Source: an optimization exercise on an open RTL-to-GDS flow (aim: small area and a short achievable clock period). Production flows keep margins and buffers that such runs may drop.
Function was checked by simulation only, so behaviour that the tests miss may differ from the original.
Power and IR drop assume default switching activity.

Design SCPU_TOP, start of the top module:
module SCPU_TOP(
    input clk,
    input rstn,
    input run,                    
    input hold,                   
    output [5:0]pc,               
    input [31:0]instr,            
    input [4:0]dbg_reg_addr,      
    output [31:0]dbg_reg_data,
    input [2:0]dbg_dm_addr,       
    output [7:0]dbg_dm_data
    );
    wire reg_wr, mem_wr, bne, sel_add, sub, use_imm, sel_sll, sel_sr;
    wire arith, sh_reg, sel_ld, sel_aui, st_b, st_h;
    wire [2:0] ld_f3;
    wire [31:0] iimm;
    wire [5:0] mimm;
    wire [31:0] RD1, RD2, sum, shl, shr, dout;
    ctrl U_CTRL(
        .instr(instr), .reg_wr(reg_wr), .mem_wr(mem_wr), .bne(bne),
        .sel_add(sel_add), .sub(sub), .use_imm(use_imm), .sel_sll(sel_sll),
        .sel_sr(sel_sr), .arith(arith), .sh_reg(sh_reg), .sel_ld(sel_ld),
        .sel_aui(sel_aui), .ld_f3(ld_f3), .st_b(st_b), .st_h(st_h)
    );
    EXT U_EXT(.instr(instr), .iimm(iimm), .mimm(mimm));
    reg [5:0] rom_addr;
    assign pc = rom_addr;
    wire [31:0] WD = ({32{sel_add}} & sum)
                   | ({32{sel_sll}} & shl)
                   | ({32{sel_sr}}  & shr)
                   | ({32{sel_ld}}  & dout)
                   | ({32{sel_aui}} & {instr[31:12], 4'd0, rom_addr, 2'd0});
    RF U_RF(
        .clk(clk), .rstn(rstn), .RFWr(reg_wr && !hold),
        .A1(instr[19:15]), .A2(instr[24:20]), .A3(instr[11:7]),
        .WD(WD), .RD1(RD1), .RD2(RD2),
        .A4(dbg_reg_addr), .RD4(dbg_reg_data)
    );
    alu U_alu(
        .A(RD1), .R2(RD2), .imm(iimm), .use_imm(use_imm), .sub(sub),
        .shamt(instr[24:20]), .sh_reg(sh_reg), .left(~instr[14]), .arith(arith),
        .sum(sum), .shl(shl), .shr(shr)
    );
    dm U_DM(
        .clk(clk), .rstn(rstn), .DMWr(mem_wr && !hold), .x(RD1[5:0]), .y(mimm),
        .din(RD2), .st_b(st_b), .st_h(st_h), .ld_f3(ld_f3), .dout(dout),
        .addr2(dbg_dm_addr), .dout2(dbg_dm_data)
    );
    wire taken = bne & (RD1 != RD2);
    wire [5:0] boff = {instr[27:25], instr[11:9]};
  ...
clock: 12.0 ns
lec_check: 0
cap_margin: 20
cell_pad_in_sites_detail_placement: 2
cell_pad_in_sites_global_placement: 4
core_margin: 2
core_utilization: 20
cts_buf_list: sky130_fd_sc_hd__clkbuf_4 sky130_fd_sc_hd__clkbuf_8
place_density: 0.3
setup_slack_margin: 5
slew_margin: 20
tns_end_percent: 0
standard.sh (not shown) runs the stock make flow with config.mk's settings and CLKGATE_MAP_FILE= SYNTH_SCRIPT=/design/flow/synth_recipe.tcl, a recipe that flattens the netlist after the stock synthesis.
==> flow/flow/run.sh <==
#!/bin/bash
# Standard ORFS flow, except that the combinational logic of the standard
# synthesis is re-mapped by ABC (flow/remap.abc) before floorplanning.
# Registers (instances, names, cell types) are left exactly as the
# standard synthesis made them.
set -euo pipefail
R=orfs/results/sky130hd/SCPU_TOP/base
O=orfs/objects/sky130hd/SCPU_TOP/base
LIB=$FLOW_HOME/platforms/sky130hd/lib/sky130_fd_sc_hd__tt_025C_1v80.lib

# 1. standard synthesis
bash standard.sh synth > synth_std.log 2>&1

# 2. re-map the combinational cells
python3 flow/mkcells.py $LIB comb_cells.v > mkcells.log 2>&1
DU=""
for c in probe_p_8 probec_p_8 lpflow_bleeder_1 lpflow_clkbufkapwr_1 lpflow_clkbufkapwr_16 \
    lpflow_clkbufkapwr_2 lpflow_clkbufkapwr_4 lpflow_clkbufkapwr_8 lpflow_clkinvkapwr_1 \
    lpflow_clkinvkapwr_16 lpflow_clkinvkapwr_2 lpflow_clkinvkapwr_4 lpflow_clkinvkapwr_8 \
    lpflow_decapkapwr_12 lpflow_decapkapwr_3 lpflow_decapkapwr_4 lpflow_decapkapwr_6 \
    lpflow_decapkapwr_8 lpflow_inputiso0n_1 lpflow_inputiso0p_1 lpflow_inputiso1n_1 \
    lpflow_inputiso1p_1 lpflow_inputisolatch_1 lpflow_isobufsrc_1 lpflow_isobufsrc_16 \
    lpflow_isobufsrc_2 lpflow_isobufsrc_4 lpflow_isobufsrc_8 lpflow_isobufsrckapwr_16 \
    lpflow_lsbuf_lh_hl_isowell_tap_1 lpflow_lsbuf_lh_hl_isowell_tap_2 \
    lpflow_lsbuf_lh_hl_isowell_tap_4 lpflow_lsbuf_lh_isowell_4 lpflow_lsbuf_lh_isowell_tap_1 \
    lpflow_lsbuf_lh_isowell_tap_2 lpflow_lsbuf_lh_isowell_tap_4; do
  DU="$DU -dont_use sky130_fd_sc_hd__$c"
done
cp $R/1_2_yosys.v synth_std.v
cat > remap.ys <<EOY
read_liberty -lib $LIB
read_verilog -overwrite comb_cells.v
read_verilog synth_std.v
hierarchy -check -top $FLOW_TOP
flatten
opt -purge
techmap
opt -fast -purge
abc -script flow/remap.abc -liberty $LIB $DU -constr $O/abc.constr -D 4000
opt_clean -purge
setundef -zero
splitnets
opt_clean -purge
hilomap -singleton -hicell sky130_fd_sc_hd__conb_1 HI -locell sky130_fd_sc_hd__conb_1 LO
insbuf -buf sky130_fd_sc_hd__buf_4 A X
read_liberty -lib -ignore_redef $LIB
check -assert -mapped
stat -liberty $LIB
write_verilog -noattr -nohex -nodec remapped.v
EOY
yosys -l remap.log -s remap.ys > /dev/null 2>&1
cp remapped.v $R/1_2_yosys.v
rm -f $R/1_synth.odb $R/1_synth.sdc

# 3. the rest of the standard flow
bash standard.sh "BUFFER_PORTS_ARGS=-buffer_cell sky130_fd_sc_hd__buf_4" finish > flow_std.log 2>&1
Other scripts of this flow, unchanged in this note and not shown: flow/flow/mkcells.py, flow/flow/remap.abc
Edit:
CELL_PAD_IN_SITES_DETAIL_PLACEMENT = 1   (was 2)
CELL_PAD_IN_SITES_GLOBAL_PLACEMENT = 2   (was 4)
CORE_UTILIZATION = 25   (was 20)
CTS_BUF_LIST = sky130_fd_sc_hd__clkbuf_8   (was sky130_fd_sc_hd__clkbuf_4 sky130_fd_sc_hd__clkbuf_8)
PLACE_DENSITY = 0.33   (was 0.3)
What happened:
- total power falls by a few percent
- cell area falls by a few percent
- synthesized area stays the same
- clock power falls by roughly a tenth

==> what the ideal ports hide <==
The results above use ideal ports. As a check the final layouts listed here were re-extracted and re-timed, cells and wires unchanged. Step 1, drivers: a clkbuf_16 drives clk and a buf_2 each remaining input, both assumed. Step 2 adds t to the input delays and takes it off the output delays; t is the mean of the earliest and latest rising clock arrival at the registers after step 1. Input paths then give back, and output paths get back, about the clock's delay inside the block. Three values: no drivers, after step 1, after step 2; two values: the first two.
run | shift t [ns] | setup slack, ns | worst setup path after step 2 | worst slew at a driven data input, ns | cell pins on the clock port's net
the first run | 1.190 | 4.427 / 4.296 / 3.106 | input to register | 0.34 | 1
the second run | 1.140 | 4.495 / 4.413 / 3.409 | input to register | 0.21 | 1
After both steps setup and hold are still met in every run listed. The setup slack of the first run, which loses most, moves by -0.131 ns with the drivers and by -1.321 ns with both steps.
